Source: an optimization exercise on an open RTL-to-GDS flow (aim: small area, a short achievable clock period and few clock cycles). Production flows keep margins and buffers that such runs may drop.
Power is estimated from default activity; no workload was simulated.

== juniper ==
==> flow/design.v (excerpt) <==
module mips(
	input clk, arst_n,
	input [31:0] instr, mem_read_data,
	output [31:0] current_inst, alu_out, mem_write_data,
	output mem_write
);
export LEC_CHECK = 0
export CAP_MARGIN = 20
export CORE_MARGIN = 2
export CORE_UTILIZATION = 55
export SLEW_MARGIN = 20
export SYNTH_HIERARCHICAL = 1
create_clock -name core_clock -period 22.0 [get_ports {clk}]
standard.sh (not shown) runs the stock make flow with config.mk's settings and CLKGATE_MAP_FILE= SYNTH_SCRIPT=/design/flow/synth_recipe.tcl, a recipe that flattens the netlist after the stock synthesis.
==> flow/flow/run.sh <==
#!/bin/bash
# The standard ORFS flow (the standard.sh) with these changes to how the
# layout is made:
#  - timing repair is asked to leave a setup margin, so that the tools keep
#    improving paths that already meet the design's period;
#  - the port buffers are plain buffers;
#  - clock tree synthesis uses larger sink clusters and no dummy loads.
# Each step's output goes to a log of its own.
set -euo pipefail
MARGIN=${MARGIN:-16.4}
CTS="-sink_clustering_enable -repair_clock_nets -sink_clustering_size 28 -sink_clustering_max_diameter 75 -dont_use_dummy_load"
bash standard.sh synth > log_synth.txt 2>&1
for t in floorplan place cts route finish; do
  bash standard.sh SETUP_SLACK_MARGIN=$MARGIN "BUFFER_PORTS_ARGS=-buffer_cell sky130_fd_sc_hd__buf_2" "CTS_ARGS=$CTS" $t > log_$t.txt 2>&1
done
juniper finished all stages; the layout is clean.
--- input diff juniper..maple ---
diff --git a/flow/design.v b/flow/design.v
--- a/flow/design.v
+++ b/flow/design.v
@@ -1562,17 +1562,17 @@
 	add32 alu_add(.a(res_m), .b(sd_m), .cin(sub_m), .s(msum), .co(mcout));
 	assign dres = slt_m ? {31'd0, ~mcout} : msum;
 	wire [31:0] wb_alu = mul_m ? mprod : dres;
 	assign wb = ld_m ? mem_read_data : wb_alu;
 	wire d_sub = d_r & (f_sub | f_slt);
 	wire [31:0] sd_next = mul_busy ? mprod : d_addi ? imm : (ld_b ? mem_read_data : b) ^ {32{d_sub}};
 	wire [31:0] res_next = (d_lw | d_sw) ? agu : ld_a ? mem_read_data : a;
 	oreg #(32) ao_r(.clk(clk), .d(res_next), .q(alu_out));
-	oreg #(32) sd_r(.clk(clk), .d(sd_next), .q(mem_write_data));
+	assign mem_write_data = sd_m;
 	assign pc_o = pc_f;
 	assign mem_write = st_m;
 	always @(posedge clk or negedge arst_n) begin
 		if (!arst_n) begin
 			pc_f <= 30'd0;
 			v_d <= 1'b0;
 			we_m <= 1'b0;
 			ld_m <= 1'b0;
--- outcome ---
Summary of maple over juniper: overall routed net length picked up an extra 7800 µm, number of cells upsized or downsized after cts picked up an extra 63.
maple: total power is about 0.9% higher than what juniper reported.
Diff juniper -> maple: multi-input logic area held steady, detailed router's first-iteration violation count grew by 458.
Compared with juniper, maple shows a lower initial antenna violation count.
Relative to juniper, the maximum clock frequency measured on maple has decreased slightly.
Re effective utilization at floorplan: maple is 0.20 points up on juniper.
maple vs juniper, total via count after detailed routing went up by about 0.45%.
Function was not checked in any run of this note: the RTL went through the layout flow alone.

========
mips, a different RTL version from the one above (not shown whole).
For scale: ~5100 cells after synthesis, roughly 160 I/O pins.
clock: 22.0 ns
lec_check: 0
cap_margin: 20
core_margin: 2
core_utilization: 55
slew_margin: 20
synth_hierarchical: 1
Scripts as last shown in full above: flow/flow/run.sh
The baseline finished clean.
Next try:
--- a/flow/design.v
+++ b/flow/design.v
@@ -609,16 +609,23 @@
 endmodule
 module mux2i_cell(input a, b, s, output y);
 	assign y = ~(s ? b : a);
 endmodule
 module oreg #(parameter W = 32) (input clk, input [W-1:0] d, output reg [W-1:0] q);
 	always @(posedge clk)
 		q <= d;
 endmodule
+module oreg_r #(parameter W = 32) (input clk, arst_n, input [W-1:0] d, output reg [W-1:0] q);
+	always @(posedge clk or negedge arst_n)
+		if (!arst_n)
+			q <= {W{1'b0}};
+		else
+			q <= d;
+endmodule
 module and2_cell(input a, b, output y);
 	assign y = a & b;
 endmodule
 module andn_cell(input a, bn, output y);
 	assign y = a & ~bn;
 endmodule
 module nor3_cell(input a, b, c, output y);
 	assign y = ~(a | b | c);
@@ -1556,42 +1563,40 @@
 	assign dres = slt_m ? {31'd0, ~mcout} : msum;
 	wire [31:0] wb_alu = mul_m ? mprod : dres;
 	assign wb = ld_m ? mem_read_data : wb_alu;
 	wire d_sub = d_r & (f_sub | f_slt);
 	wire [31:0] sd_next = mul_busy ? mprod : d_addi ? imm : (ld_b ? mem_read_data : b) ^ {32{d_sub}};
 	wire [31:0] res_next = (d_lw | d_sw) ? agu : ld_a ? mem_read_data : a;
 	oreg #(32) ao_r(.clk(clk), .d(res_next), .q(alu_out));
 	oreg #(32) sd_r(.clk(clk), .d(sd_next), .q(mem_write_data));
-	oreg #(30) pc_r(.clk(clk), .d(pc_next & {30{arst_n}}), .q(pc_o));
+	assign pc_o = pc_f;
 	assign mem_write = st_m;
 	always @(posedge clk or negedge arst_n) begin
 		if (!arst_n) begin
 			pc_f <= 30'd0;
 			v_d <= 1'b0;
 			we_m <= 1'b0;
 			ld_m <= 1'b0;
 			st_m <= 1'b0;
 			mul_m <= 1'b0;
 			mstep <= 2'd0;
 		end else begin
 			pc_f <= pc_next;
 			if (!stall)
 				v_d <= ~redirect;
+			ld_m <= d_lw & ~stall;
+			st_m <= d_sw & ~stall;
 			if (mul_busy) begin
 				mstep <= mstep + 2'd1;
 			end else if (stall) begin
 				we_m <= 1'b0;
-				ld_m <= 1'b0;
-				st_m <= 1'b0;
 				mul_m <= 1'b0;
 			end else begin
 				we_m <= d_wr;
-				ld_m <= d_lw;
-				st_m <= d_sw;
 				mul_m <= d_mul & (dst != 5'd0);
 				mstep <= 2'd0;
 			end
 		end
 	end
 	always @(posedge clk or negedge arst_n) begin
 		if (!arst_n)
 			jf_v <= 1'b0;
- register-to-register slack gets better by 60 ps
- critical path depth stays the same
- die area came out lower by 1.2%
- final area drops by about 0.7%
- total power decreases by 1.2%
- clock power is lower by about 4%
- utilization climbs by 0.45 points
No run of this note included a check of the RTL's function; only the layout flow was run.

-- afterwards: timing with drivers on the ports --
No port has a modelled driver above. Below, the same layouts with a new extraction and two added sets of constraints. Step 1 sets driving cells, clkbuf_16 on the clock port and buf_2 on the other inputs (assumed; they add their load-dependent delay and slew). Step 2 times the ports against the registers' clock, not the clock port: input delays grow and output delays shrink by t, the midpoint of the rising clock arrivals with the driver on. Three values: ideal ports, drivers, drivers and shift; two values: the first two.
run	t, ns	setup slack, ns	worst setup path at the end	cell pins on the clock port's net
juniper	0.751	16.312 / 16.233 / 15.895	input to register	1
maple	0.743	16.283 / 16.201 / 15.970	input to register	1
the first run of note 2	0.761	16.343 / 16.265 / 15.910	input to register	1
the second run of note 2	0.755	16.330 / 16.251 / 15.935	input to register	1
After both steps setup and hold are still met in every run listed. The setup slack of the first run of note 2, which loses most, moves by -0.078 ns with the drivers and by -0.433 ns with both steps.
